Context: an optimization exercise on an open-source flow, tuned for small area and a short achievable clock period. The choices shown serve that exercise and are no tape-out recipe. Where RTL was checked, it was by simulation tests only, not by an equivalence proof against the original.

Design iir_DF1_Biquad, start of the top module:
module iir_DF1_Biquad (
  input clk,
  input rst,
  input signed [15:0] din,
  output signed [15:0] dout
);
==> flow/config.mk <==
export PLATFORM = sky130hd
export DESIGN_NAME = iir_DF1_Biquad
export DESIGN_NICKNAME = iir_DF1_Biquad
export VERILOG_FILES = /design/flow/design.v
export SDC_FILE = /design/flow/constraint.sdc
export NUM_CORES = 4
export LEC_CHECK = 0
export CAP_MARGIN = 20
export CORE_MARGIN = 2
export CORE_UTILIZATION = 60
export CTS_BUF_LIST = sky130_fd_sc_hd__clkbuf_8
export PLACE_DENSITY = 0.8
export SLEW_MARGIN = 20
export SYNTH_HIERARCHICAL = 1
export SYNTH_MINIMUM_KEEP_SIZE = 0
==> flow/constraint.sdc <==
create_clock -name core_clock -period 11.0 [get_ports {clk}]
set_input_delay 2.2000 -clock core_clock [delete_from_list [all_inputs] [get_ports {clk}]]
set_output_delay 2.2000 -clock core_clock [all_outputs]
set_load 0.01 [all_outputs]
standard.sh (not shown) runs the stock make flow with config.mk's settings and CLKGATE_MAP_FILE= SYNTH_SCRIPT=/design/flow/synth_recipe.tcl, a recipe that flattens the netlist after the stock synthesis.
==> flow/flow/run.sh <==
#!/bin/bash
# The standard layout (the standard.sh, standard synthesis unchanged) with a few
# settings changed: clock tree synthesis inserts no dummy loads, the port buffers are
# buf_2 cells instead of the default delay buffers, and timing repair aims for a
# setup slack of 6.8 ns rather than 0.
set -euo pipefail
export CTS_ARGS="-sink_clustering_enable -repair_clock_nets -buf_list sky130_fd_sc_hd__clkbuf_8 -dont_use_dummy_load"
export BUFFER_PORTS_ARGS="-buffer_cell sky130_fd_sc_hd__buf_2"
export SETUP_SLACK_MARGIN=6.8
bash standard.sh > standard.log 2>&1
The first run finished clean.
Next try:
==> flow/flow/run.sh (replaced) <==
#!/bin/bash
# The standard layout (the standard.sh, standard synthesis unchanged) with a few
# settings changed: clock tree synthesis inserts no dummy loads, the port buffers are
# buf_2 cells instead of the default delay buffers, and timing repair aims for a
# setup slack of 6.6 ns rather than 0.
set -euo pipefail
export CTS_ARGS="-sink_clustering_enable -repair_clock_nets -buf_list sky130_fd_sc_hd__clkbuf_8 -dont_use_dummy_load"
export BUFFER_PORTS_ARGS="-buffer_cell sky130_fd_sc_hd__buf_2"
export SETUP_SLACK_MARGIN=6.6
bash standard.sh > standard.log 2>&1
After rerunning: Flip-flop and latch count is unchanged; design area fell by 1.7%; area after synthesis is unchanged; setup slack loses 0.18 ns; die area does not change; clock-buffer cell count stays the same; hold slack loses 0.012 ns; routed wire length fell by 0.83%.
No functional check of the RTL was part of any run of this note.


Another version of the RTL of iir_DF1_Biquad (not shown whole).
Size: about 800 cells after synthesis, ~110 flip-flops, about 34 I/O pins, ~0.011 mm2 of cells after synthesis.
export LEC_CHECK = 0
export CAP_MARGIN = 20
export CORE_MARGIN = 2
export CORE_UTILIZATION = 60
export CTS_BUF_LIST = sky130_fd_sc_hd__clkbuf_8
export PLACE_DENSITY = 0.8
export SLEW_MARGIN = 20
export SYNTH_HIERARCHICAL = 1
export SYNTH_MINIMUM_KEEP_SIZE = 0
create_clock -name core_clock -period 11.0 [get_ports {clk}]
==> flow/flow/run.sh <==
#!/bin/bash
# The standard layout (the standard.sh, standard synthesis unchanged) with a few
# settings changed: clock tree synthesis inserts no dummy loads, the port buffers are
# buf_2 cells instead of the default delay buffers, and timing repair aims for a
# setup slack of 6.85 ns rather than 0.
set -euo pipefail
export CTS_ARGS="-sink_clustering_enable -repair_clock_nets -buf_list {sky130_fd_sc_hd__clkbuf_8 sky130_fd_sc_hd__clkbuf_16} -dont_use_dummy_load"
export BUFFER_PORTS_ARGS="-buffer_cell sky130_fd_sc_hd__buf_2"
export SETUP_SLACK_MARGIN=6.85
bash standard.sh > standard.log 2>&1
The first run finished with timing, DRC and antenna clean.
==> next run, changes <==
==> flow/flow/run.sh (replaced) <==
#!/bin/bash
# The standard layout (the standard.sh, standard synthesis unchanged) with a few
# settings changed: clock tree synthesis inserts no dummy loads, the port buffers are
# buf_2 cells instead of the default delay buffers, and timing repair aims for a
# setup slack of 6.7 ns rather than 0.
set -euo pipefail
export CTS_ARGS="-sink_clustering_enable -repair_clock_nets -buf_list {sky130_fd_sc_hd__clkbuf_8 sky130_fd_sc_hd__clkbuf_16} -dont_use_dummy_load"
export BUFFER_PORTS_ARGS="-buffer_cell sky130_fd_sc_hd__buf_2"
export SETUP_SLACK_MARGIN=6.7
bash standard.sh > standard.log 2>&1
Outcome:
- The new run went through all stages and came out clean
- wire length is about the same
- synthesized cell count is unchanged
- via count goes down by 0.83%
- final cell count falls by 0.36%
- utilization drops by 0.44 points
- count of clock-buffer cells in the layout stays the same
- global-route usage increases by 0.37 points
- die area is unchanged
- worst hold slack is worse by 0.021 ns


Setup of amber:
Another version of the RTL of iir_DF1_Biquad (not shown whole).
Size: roughly 810 cells after synthesis.
Settings: LEC_CHECK=0, CAP_MARGIN=20, CORE_MARGIN=2, CORE_UTILIZATION=60, CTS_BUF_LIST=sky130_fd_sc_hd__clkbuf_8, PLACE_DENSITY=0.8, SLEW_MARGIN=20, SYNTH_HIERARCHICAL=1, SYNTH_MINIMUM_KEEP_SIZE=0; clock period 11.0 ns.
==> flow/flow/run.sh <==
#!/bin/bash
# The standard layout (the standard.sh, standard synthesis unchanged) with a few
# settings changed: clock tree synthesis inserts no dummy loads, the port buffers are
# buf_2 cells instead of the default delay buffers, and timing repair aims for a
# setup slack of 6.7 ns rather than 0.
set -euo pipefail
export CTS_ARGS="-sink_clustering_enable -repair_clock_nets -buf_list sky130_fd_sc_hd__clkbuf_8 -sink_clustering_size 12 -dont_use_dummy_load"
export BUFFER_PORTS_ARGS="-buffer_cell sky130_fd_sc_hd__buf_2"
export SETUP_SLACK_MARGIN=6.7
bash standard.sh > standard.log 2>&1
Both conditions hold for amber: the flow ran to the end and the final layout passed the timing, design-rule and antenna checks.
--- input diff amber..nickel ---
==> flow/flow/run.sh <==
#!/bin/bash
# The standard layout (the standard.sh, standard synthesis unchanged) with a few
# settings changed: clock tree synthesis inserts no dummy loads, the port buffers are
# buf_2 cells instead of the default delay buffers, and timing repair aims for a
# setup slack of 6.6 ns rather than 0.
set -euo pipefail
export CTS_ARGS="-sink_clustering_enable -repair_clock_nets -buf_list sky130_fd_sc_hd__clkbuf_8 -dont_use_dummy_load"
export BUFFER_PORTS_ARGS="-buffer_cell sky130_fd_sc_hd__buf_2"
export SETUP_SLACK_MARGIN=6.6
bash standard.sh > standard.log 2>&1
Findings:
- Side by side, detailed-route vias per instance turned out lower in nickel than in amber.
- After detailed routing, amber needs more wire than nickel.
- The area added between synthesis and finish of nickel falls short of that of amber by 1.9 points.
- [nickel] worst setup slack fell 0.093 ns relative to amber
- Max-slew headroom at the worst pin was higher in nickel than in amber.
- nickel against amber: final area lost 1.8%, via count of the first global-routing pass picked up an extra about 1%.


== JK ==
Another version of the RTL of iir_DF1_Biquad (not shown whole).
For scale: roughly 160 flip-flops, roughly 0.013 mm^2 of cells after synthesis.
export LEC_CHECK = 0
export CAP_MARGIN = 20
export CORE_MARGIN = 2
export CORE_UTILIZATION = 40
export CTS_BUF_LIST = sky130_fd_sc_hd__clkbuf_8
export CTS_CLUSTER_DIAMETER = 200
export CTS_CLUSTER_SIZE = 40
export SLEW_MARGIN = 20
export SYNTH_HIERARCHICAL = 1
export SYNTH_MINIMUM_KEEP_SIZE = 0
create_clock -name core_clock -period 11.0 [get_ports {clk}]
run.sh (not shown) runs the stock make flow with config.mk's settings and CLKGATE_MAP_FILE= SYNTH_SCRIPT=/design/flow/synth_recipe.tcl, a recipe that flattens the netlist after the stock synthesis.
Stock flow here: none of the scripts above is used.
JK | stages: all done | timing, DRC, antenna: all pass
Input changes introduced in MS (baseline for comparison: JK):
-- flow/config.mk --
<<< JK, line 9
export CORE_MARGIN = 2
export CORE_UTILIZATION = 40
export CTS_BUF_LIST = sky130_fd_sc_hd__clkbuf_8
export CTS_CLUSTER_DIAMETER = 200
export CTS_CLUSTER_SIZE = 40
export SLEW_MARGIN = 20
>>> MS, line 9
export CORE_MARGIN = 2
export CORE_UTILIZATION = 70
export CTS_BUF_LIST = sky130_fd_sc_hd__clkbuf_8
export PLACE_DENSITY = 0.9
export SLEW_MARGIN = 20
Results
- MS closes out successfully: all stages finished, all timing, DRC and antenna checks passed.
- JK completed end to end with timing, DRC and antenna clean.
- Worst hold slack: MS vs JK down 0.0036 ns
- MS ends up with a total cell area at the placement stage that is about 1.7% lower than in JK.
- From MS to JK, final-report setup violation count did not move at all.
- The cell area in MS sits about 1.6% below the value recorded for JK.
- On count of nets after finishing, MS and JK are basically level.
- MS vs JK — global-route wire length before repair rose 5400 um.
- On area growth from synthesis to layout: between MS and JK, it ends up lower for MS.
- Per the comparison of MS with JK, smallest setup slack after layout decreased by 0.18 ns relative to the old numbers, post-layout minimum cycle time saw an increase.
Input changes introduced in AL (baseline for comparison: MS):
-- flow/config.mk --
<<< MS, line 9
export CORE_MARGIN = 2
export CORE_UTILIZATION = 70
export CTS_BUF_LIST = sky130_fd_sc_hd__clkbuf_8
export PLACE_DENSITY = 0.9
export SLEW_MARGIN = 20
>>> AL, line 9
export CORE_MARGIN = 2
export CORE_UTILIZATION = 60
export CTS_BUF_LIST = sky130_fd_sc_hd__clkbuf_8
export PLACE_DENSITY = 0.8
export SLEW_MARGIN = 20
==> run summary <==
Diff MS -> AL: cell area closely matched the old numbers, global-route wire length before repair went down, utilization shrank by 11 points.
As far as clock skew is concerned, MS and AL perform about the same.
Summary of the comparison: total instance count after detailed placement is higher in AL, relative to MS.
AL ends up with a fmax that is about 3.6% higher than in MS.
Delta (AL minus MS): total via count after detailed routing lost 6.0%.
Higher routed wire length among AL and MS: MS
Input-level comparison between TR and AL:
-- flow/config.mk --
<<< AL, line 9
export CORE_MARGIN = 2
export CORE_UTILIZATION = 60
export CTS_BUF_LIST = sky130_fd_sc_hd__clkbuf_8
export PLACE_DENSITY = 0.8
export SLEW_MARGIN = 20
>>> TR, line 9
export CORE_MARGIN = 2
export CORE_UTILIZATION = 40
export CTS_BUF_LIST = sky130_fd_sc_hd__clkbuf_8
export SLEW_MARGIN = 20
## What came out
For the first-pass GRT wire length, TR came in about 1% higher than AL did.
Sort AL and TR by clock-cell share of area, ascending, and AL comes first.
TR: flip-flop and latch share of the layout cell area 0.41 points below AL
--- input diff TR..PW ---
-- flow/config.mk --
<<< TR, line 10
export CORE_UTILIZATION = 40
export CTS_BUF_LIST = sky130_fd_sc_hd__clkbuf_8
export SLEW_MARGIN = 20
>>> PW, line 10
export CORE_UTILIZATION = 40
export CTS_BUF_LIST = sky130_fd_sc_hd__clkbuf_4 sky130_fd_sc_hd__clkbuf_8
export SLEW_MARGIN = 20
[summary]
TR and PW ended up with roughly the same detail-routed net length per standard cell. On layout buffering overhead excluding clock cells, TR and PW are neck and neck. Comparing TR with PW, the layout cell share with drive strength beyond 1 came out essentially unchanged. Diff TR..PW | multi-input combinational cell count | unchanged. Diff TR..PW | maximum root-to-sink buffer count | negligible.

## static timing again, ports no longer ideal
How much do the figures lean on ideal ports? The routed layouts below were timed once more, with nothing changed but the port constraints. Step 1: set_driving_cell puts a clkbuf_16 on clk and a buf_2 on each other input, an assumption about the parent block. Step 2 times the ports against the registers' clock, not the clock port: input delays grow and output delays shrink by t, the midpoint of the rising clock arrivals with the driver on. a / b / c = ideal ports / drivers / drivers and shift; a / b = the first two.
| run | t, ns | setup slack, ns | worst hold slack (ns) | worst setup path at the end | slew at the worst register clock pin (ns) |
|---|---|---|---|---|---|
| the first run of note 1 | 0.475 | 6.911 / 6.911 / 6.911 | 0.468 / 0.468 / 0.468 | register to register | 0.08 / 0.08 |
| the second run of note 1 | 0.480 | 6.733 / 6.733 / 6.733 | 0.456 / 0.456 / 0.456 | register to register | 0.09 / 0.09 |
| the first run of note 2 | 0.395 | 6.949 / 6.949 / 6.949 | 0.548 / 0.548 / 0.548 | register to register | 0.08 / 0.08 |
| the second run of note 2 | 0.394 | 6.846 / 6.846 / 6.846 | 0.527 / 0.527 / 0.527 | register to register | 0.08 / 0.08 |
| amber | 0.426 | 6.774 / 6.774 / 6.429 | 0.546 / 0.546 / 0.546 | input to register | 0.11 / 0.11 |
| nickel | 0.426 | 6.680 / 6.680 / 6.505 | 0.524 / 0.524 / 0.524 | input to register | 0.12 / 0.12 |
| JK | 0.487 | 6.571 / 6.571 / 6.571 | 0.452 / 0.452 / 0.452 | register to register | 0.11 / 0.11 |
| MS | 0.499 | 6.388 / 6.388 / 6.388 | 0.449 / 0.449 / 0.449 | register to register | 0.10 / 0.10 |
| AL | 0.495 | 6.548 / 6.548 / 6.548 | 0.454 / 0.454 / 0.454 | register to register | 0.10 / 0.10 |
| TR | 0.487 | 6.571 / 6.571 / 6.571 | 0.452 / 0.452 / 0.452 | register to register | 0.11 / 0.11 |
| PW | 0.488 | 6.567 / 6.567 / 6.567 | 0.452 / 0.452 / 0.452 | register to register | 0.11 / 0.11 |
After both steps setup and hold are still met in every run listed. The setup slack of amber, which loses most, moves by 0.000 ns with the drivers and by -0.345 ns with both steps.
